From an optimization exercise on the open Yosys and OpenROAD flow, aimed at small area; shortcuts taken in it are not production practice. Where RTL was checked, it was by simulation tests only, not by an equivalence proof against the original. Power is estimated from default activity; no workload was simulated.

## calculator
module calculator(
    input wire clk,
    input wire rst,
    input wire[7:0] in,
    input wire[2:0] op,
    input wire apply,
    output wire[7:0] tail,
    output wire empty,
    output wire valid
);
Size in the first run: roughly 460 cells after synthesis, about 44 flip-flops, about 24 I/O pins, roughly 0.0041 mm2 of cells after synthesis.
==> module ALU, before the edit <==
module ALU #(
    parameter [8:0] FAST = 9'b000000000    
) (
    input  wire [7:0] a,
    input  wire [7:0] b,
    input  wire [2:0] op,
    output wire [7:0] result
);
    wire is_mul = (op == 3'd3);
    wire is_dv  = op[2] & (op[0] ^ op[1]);    
    wire is_div = (op == 3'd5);
    wire inv    = is_dv | (op == 3'd4);       
    wire [7:0] bx = b ^ {8{inv}};
    wire [8:0] nz;
    assign nz[8] = 1'b1;
    genvar w, j;
    generate
        for (w = 7; w >= 1; w = w - 1) begin : g_nz
            assign nz[w] = nz[w + 1] & ~b[w];
        end
    endgenerate
    wire [7:0] q;
    wire [7:0] rr [0:8];
    assign rr[8] = 8'd0;
    wire [2:0] r5;    
    generate
        for (w = 1; w <= 8; w = w + 1) begin : g_st
            wire [w-1:0] t;
            wire [w:0]   d;
            wire [w-1:0] y;
            wire         cin;
            if (w == 4) begin : g_t4
                assign t[3:1] = r5;
            end else if (w > 1) begin : g_t
                assign t[w-1:1] = rr[9 - w][w-2:0];
            end
            if (w <= 3) begin : g_ytop
                assign t[0] = a[8 - w];
                assign y = ~b[w-1:0];
                assign cin = 1'b1;
            end else begin : g_y
                assign t[0] = a[8 - w] & ~is_mul;
                assign y = bx[w-1:0];
                assign cin = inv;
            end
            if (FAST[w]) begin : g_fast
                assign d = {1'b0, t} + {1'b0, y} + {{w{1'b0}}, cin};
            end else begin : g_rip
                wire [w:0] c;
                assign c[0] = cin;
                for (j = 0; j < w; j = j + 1) begin : g_b
                    assign d[j]   = t[j] ^ y[j] ^ c[j];
                    assign c[j+1] = (t[j] & y[j]) | (t[j] & c[j]) | (y[j] & c[j]);
                end
                assign d[w] = c[w];
            end
            wire ge = nz[w] & d[w];
            assign q[8 - w] = ge;
            wire sel;
            if (w <= 3) begin : g_stop
                assign sel = ge;
            end else if (w == 8) begin : g_slast
                assign sel = is_mul ? a[0] : is_dv ? ge : 1'b1;
            end else begin : g_smid
                assign sel = is_mul ? a[8 - w] : (is_dv & ge);
            end
            assign rr[8 - w][w-1:0] = sel ? d[w-1:0] : t;
            if (w < 8) begin : g_pad
                assign rr[8 - w][7:w] = {(8 - w){1'b0}};
            end
        end
    endgenerate
    wire [2:0] m5 = a[7:5] * b[2:0];
    assign r5 = is_mul ? m5 : is_dv ? rr[5][2:0] : a[7:5];
    assign result = is_div ? q : rr[0];
endmodule
==> flow/config.mk <==
export PLATFORM = sky130hd
export DESIGN_NAME = calculator
export DESIGN_NICKNAME = calculator
export VERILOG_FILES = /design/flow/design.v
export SDC_FILE = /design/flow/constraint.sdc
export NUM_CORES = 4
export LEC_CHECK = 0
export ABC_AREA = 1
export CAP_MARGIN = 20
export CORE_MARGIN = 2
export CORE_UTILIZATION = 40
export SLEW_MARGIN = 20
==> flow/constraint.sdc <==
create_clock -name core_clock -period 15.0 [get_ports {clk}]
set_input_delay 3.0000 -clock core_clock [delete_from_list [all_inputs] [get_ports {clk}]]
set_output_delay 3.0000 -clock core_clock [all_outputs]
set_load 0.01 [all_outputs]
run.sh (not shown) runs the stock make flow with config.mk's settings and CLKGATE_MAP_FILE= SYNTH_SCRIPT=/design/flow/synth_recipe.tcl, a recipe that flattens the netlist after the stock synthesis.
The starting point reached the layout checks and failed them: negative setup slack.
Edit:
--- a/flow/design.v
+++ b/flow/design.v
@@ -1,6 +1,6 @@
 module ALU #(
-    parameter [8:0] FAST = 9'b000000000    
+    parameter [8:0] FAST = 9'b110000000    
 ) (
     input  wire [7:0] a,
     input  wire [7:0] b,
     input  wire [2:0] op,
Result:
- Now the flow completed without violations
- routed wire length falls by 12%
- first-iteration DRC count climbs by 4.1%
- flip-flop and latch count does not change
- power decreases by 6.2%
- maximum frequency rose by 9.8%
- clock power decreases by 13%
- cell count goes down by 9.1%
- final area went down by 20%
- via count decreases by 11%
- clock-buffer cell count stays the same
- area after synthesis came out higher by 3.5%
- global-route usage is lower by 2.7 points
For the first run of this note, only the layout was checked, not whether the RTL still works.

what the ideal ports hide:
No port has a modelled driver above. Below, the same layouts with a new extraction and two added sets of constraints.
Step 1 assumes that a clkbuf_16 drives the clock port and a buf_2 every other input.
Step 2, shift: input delay + t, output delay - t, t = (earliest + latest rising clock arrival at the registers) / 2. This alone moves slack from input paths to output paths.
Slacks: no drivers / after step 1 / after step 2; pairs: no drivers / after step 1.
run	t, ns	slack for setup (ns)	worst data-port slew with drivers (ns)	pins driven straight from the clock port
the first run	0.321	-0.477 / -0.484 / -0.804	0.04	1
the second run	0.317	0.903 / 0.899 / 0.583	0.04	1
For the first run, which loses most, drivers alone change the setup slack by -0.007 ns; drivers and shift together by -0.327 ns.
